Background: an optimization exercise with open tools, aiming at small area, a short achievable clock period and few clock cycles. Do not read the settings as production practice.
In this exercise RTL edits were held to simulation tests only and were not proved equivalent to the original.
Power and IR drop assume default switching activity.

## cpu
module cpu(clk, reset, s, load, in, out, N, V, Z, w);
    input clk, reset, s, load;
    input [15:0] in;
    output [15:0] out;
    output N, V, Z, w;
    reg w, rep;
    reg [15:0] ir;
    wire w_nx, rep_nx, start;
    FSM_controller ctl(.reset(reset), .s(s), .load(load), .rep(rep),
                       .w_nx(w_nx), .rep_nx(rep_nx), .start(start));
    always @(posedge clk) begin
        w <= w_nx;
        rep <= rep_nx;
        if (load) ir <= in;
    end
    wire [15:0] ins;
    wire [2:0] rn, rm;
    wire [1:0] sh;
    insmux #(16) mi(.rep(rep), .in(in), .ir(ir), .q(ins));
    insmux #(3) mn(.rep(rep), .in(in[10:8]), .ir(ir[10:8]), .q(rn));
    insmux #(3) mm(.rep(rep), .in(in[2:0]), .ir(ir[2:0]), .q(rm));
    insmux #(2) ms(.rep(rep), .in(in[4:3]), .ir(ir[4:3]), .q(sh));
    wire wr1, wc1, cmp1, ci1, arith, andop, movi, inv;
    wire [2:0] rd1;
    instruction_decoder dec(.ins(ins), .start(start), .wr(wr1), .wc(wc1), .cmp(cmp1),
                            .ci(ci1), .arith(arith), .andop(andop), .movi(movi), .inv(inv),
                            .rd(rd1));
    reg [15:0] r0, r1, r2, r3, r4, r5, r6, r7;
    wire [15:0] n0, n1, n2, n3, n4, n5, n6, n7;
    reg wr2;
    reg [2:0] rd2;
    wire [15:0] res;
    regfile rf(.we(wr2), .wa(rd2), .wd(res),
               .r0(r0), .r1(r1), .r2(r2), .r3(r3), .r4(r4), .r5(r5), .r6(r6), .r7(r7),
               .n0(n0), .n1(n1), .n2(n2), .n3(n3), .n4(n4), .n5(n5), .n6(n6), .n7(n7));
    always @(posedge clk) begin
        r0 <= n0; r1 <= n1; r2 <= n2; r3 <= n3;
        r4 <= n4; r5 <= n5; r6 <= n6; r7 <= n7;
    end
    wire [15:0] a, braw, b;
    readport pa(.sel(rn), .d0(n0), .d1(n1), .d2(n2), .d3(n3), .d4(n4), .d5(n5), .d6(n6), .d7(n7), .q(a));
  ...
Size: roughly 1000 cells after synthesis, about 40 I/O pins, about 10000 um2 of cells after synthesis.
export LEC_CHECK = 0
export CAP_MARGIN = 20
export CORE_MARGIN = 2
export CORE_UTILIZATION = 40
export CTS_CLUSTER_DIAMETER = 120
export CTS_CLUSTER_SIZE = 25
export SETUP_SLACK_MARGIN = 2.0
export SLEW_MARGIN = 20
export SYNTH_HIERARCHICAL = 1
export SYNTH_MINIMUM_KEEP_SIZE = 0
create_clock -name core_clock -period 5.5 [get_ports {clk}]
standard.sh (not shown) runs the stock make flow with config.mk's settings and CLKGATE_MAP_FILE= SYNTH_SCRIPT=/design/flow/synth_recipe.tcl, a recipe that flattens the netlist after the stock synthesis.
==> flow/flow/run.sh <==
#!/bin/bash
# Standard synthesis; every combinational cell set to its family's smallest
# size (flow/downsize.tcl); then the standard layout with port buffers of a
# stronger cell and sizing not held to each cell's footprint, whose timing
# repair sizes up what the timing needs.
set -euo pipefail
bash standard.sh synth > synth.log 2>&1
openroad -no_init -exit flow/downsize.tcl > downsize.log 2>&1
touch orfs/results/sky130hd/cpu/base/1_synth.sdc
bash standard.sh MATCH_CELL_FOOTPRINT=0 'BUFFER_PORTS_ARGS=-buffer_cell sky130_fd_sc_hd__buf_4' finish > layout.log 2>&1
==> flow/flow/downsize.tcl <==
# Sets every combinational cell of the synthesized netlist to the smallest
# cell of its family (same function and pins); flip-flops and clock cells
# are left as they are. The layout's timing repair then sizes up what the
# timing needs.
set odb orfs/results/sky130hd/cpu/base/1_synth.odb
read_db $odb
set db [ord::get_db]
set block [ord::get_db_block]
set n 0
set saved 0
foreach inst [$block getInsts] {
  set m [$inst getMaster]
  set name [$m getName]
  if {![regexp {^(sky130_fd_sc_hd__[a-z0-9]+)_([0-9]+)$} $name -> fam sz]} { continue }
  if {[regexp {__(df|dl|sdf|edf|clk|probe|lpflow|conb|tap|fill|decap)} $fam]} { continue }
  set best $m
  set ba [expr {[$m getWidth] * [$m getHeight]}]
  foreach s {0 1 2 3 4 6 8 12 16} {
    set c [$db findMaster ${fam}_$s]
    if {$c eq "NULL" || $c eq ""} { continue }
    set a [expr {[$c getWidth] * [$c getHeight]}]
    if {$a < $ba} { set best $c; set ba $a }
  }
  if {$best ne $m} {
    set saved [expr {$saved + [$m getWidth] * [$m getHeight] - $ba}]
    $inst swapMaster $best
    incr n
  }
}
puts "downsized $n cells, [expr {$saved / 1e6}] um2"
write_db $odb
The starting point went through all stages and came out clean.
Testbench counts at the start, summed over its fixed seeds: cycles 6,000.
Change:
==> flow/flow/run.sh (replaced) <==
#!/bin/bash
# Standard synthesis, then the standard layout with port buffers of a
# stronger cell and sizing not held to each cell's footprint.
set -euo pipefail
bash standard.sh synth > synth.log 2>&1
bash standard.sh MATCH_CELL_FOOTPRINT=0 'BUFFER_PORTS_ARGS=-buffer_cell sky130_fd_sc_hd__buf_4' finish > layout.log 2>&1
CORE_UTILIZATION = 45   (was 40)
removed: flow/flow/downsize.tcl
What happened: The changed run ran to the end with no violations; sequential power is about the same; worst setup slack is better by 0.0089 ns; core utilization came out higher by 2.6 points; combinational power is higher by roughly a tenth; via count went down slightly; global-route usage went up by 0.98 points.
Change:
==> flow/flow/run.sh (replaced) <==
#!/bin/bash
# Standard synthesis; every combinational cell set to its family's smallest
# size (flow/downsize.tcl); then the standard layout with port buffers of a
# stronger cell and sizing not held to each cell's footprint, whose timing
# repair sizes up what the timing needs.
set -euo pipefail
bash standard.sh synth > synth.log 2>&1
openroad -no_init -exit flow/downsize.tcl > downsize.log 2>&1
touch orfs/results/sky130hd/cpu/base/1_synth.sdc
bash standard.sh MATCH_CELL_FOOTPRINT=0 'BUFFER_PORTS_ARGS=-buffer_cell sky130_fd_sc_hd__buf_4' finish > layout.log 2>&1
==> flow/flow/downsize.tcl (new file) <==
# Sets every combinational cell of the synthesized netlist to the smallest
# cell of its family (same function and pins); flip-flops and clock cells
# are left as they are. The layout's timing repair then sizes up what the
# timing needs.
set odb orfs/results/sky130hd/cpu/base/1_synth.odb
read_db $odb
set db [ord::get_db]
set block [ord::get_db_block]
set n 0
set saved 0
foreach inst [$block getInsts] {
  set m [$inst getMaster]
  set name [$m getName]
  if {![regexp {^(sky130_fd_sc_hd__[a-z0-9]+)_([0-9]+)$} $name -> fam sz]} { continue }
  if {[regexp {__(df|dl|sdf|edf|clk|probe|lpflow|conb|tap|fill|decap)} $fam]} { continue }
  set best $m
  set ba [expr {[$m getWidth] * [$m getHeight]}]
  foreach s {0 1 2 3 4 6 8 12 16} {
    set c [$db findMaster ${fam}_$s]
    if {$c eq "NULL" || $c eq ""} { continue }
    set a [expr {[$c getWidth] * [$c getHeight]}]
    if {$a < $ba} { set best $c; set ba $a }
  }
  if {$best ne $m} {
    set saved [expr {$saved + [$m getWidth] * [$m getHeight] - $ba}]
    $inst swapMaster $best
    incr n
  }
}
puts "downsized $n cells, [expr {$saved / 1e6}] um2"
write_db $odb
CORE_UTILIZATION = 40   (was 45)
SETUP_SLACK_MARGIN = 2.4   (was 2.0)
Result:
- clock skew is lower by 0.0034 ns
- non-clock buffer count is higher by 28
- design area is higher by a few percent
- via count is higher by a few percent
- count of clock-buffer cells in the layout does not change
- register-to-register slack is better by 0.16 ns
- global-route usage is lower by 0.73 points
- utilization is higher by 0.99 points
- worst setup slack is better by 0.14 ns
- first-iteration DRC count is higher by about a fifth
Change:
==> flow/flow/run.sh (replaced) <==
#!/bin/bash
# Standard synthesis, then the standard layout with port buffers of a
# stronger cell and sizing not held to each cell's footprint.
set -euo pipefail
bash standard.sh synth > synth.log 2>&1
bash standard.sh MATCH_CELL_FOOTPRINT=0 'BUFFER_PORTS_ARGS=-buffer_cell sky130_fd_sc_hd__buf_2' finish > layout.log 2>&1
SETUP_SLACK_MARGIN = 2.0   (was 2.4)
removed: flow/flow/downsize.tcl
=> Worst setup slack is worse by 0.14 ns. Fmax goes down by 4.2%. Sequential share of layout area climbs by 1.0 points. Die area came out higher by 9.1%. Non-clock buffer count falls by 32. Flip-flop and latch count does not change.

## port drivers added, routing unchanged
The results above use ideal ports. As a check the final layouts listed here were re-extracted and re-timed, cells and wires unchanged. Step 1 sets driving cells, clkbuf_16 on the clock port and buf_2 on the other inputs (assumed; they add their load-dependent delay and slew). Step 2 times the ports against the registers' clock, not the clock port: input delays grow and output delays shrink by t, the midpoint of the rising clock arrivals with the driver on. a / b / c = no drivers / after step 1 / after step 2; a / b = the first two.
| run | t (ns) | slack for setup (ns) | worst setup path at the end |
|---|---|---|---|
| the first run | 0.523 | 2.115 / 2.067 / 1.773 | input to register |
| the second run | 0.528 | 2.123 / 2.076 / 1.996 | input to register |
| the third run | 0.530 | 2.259 / 2.213 / 2.086 | input to register |
| the fourth run | 0.512 | 2.116 / 2.069 / 1.996 | input to register |
After both steps setup and hold are still met in every run listed. The setup slack of the first run, which loses most, moves by -0.048 ns with the drivers and by -0.342 ns with both steps.
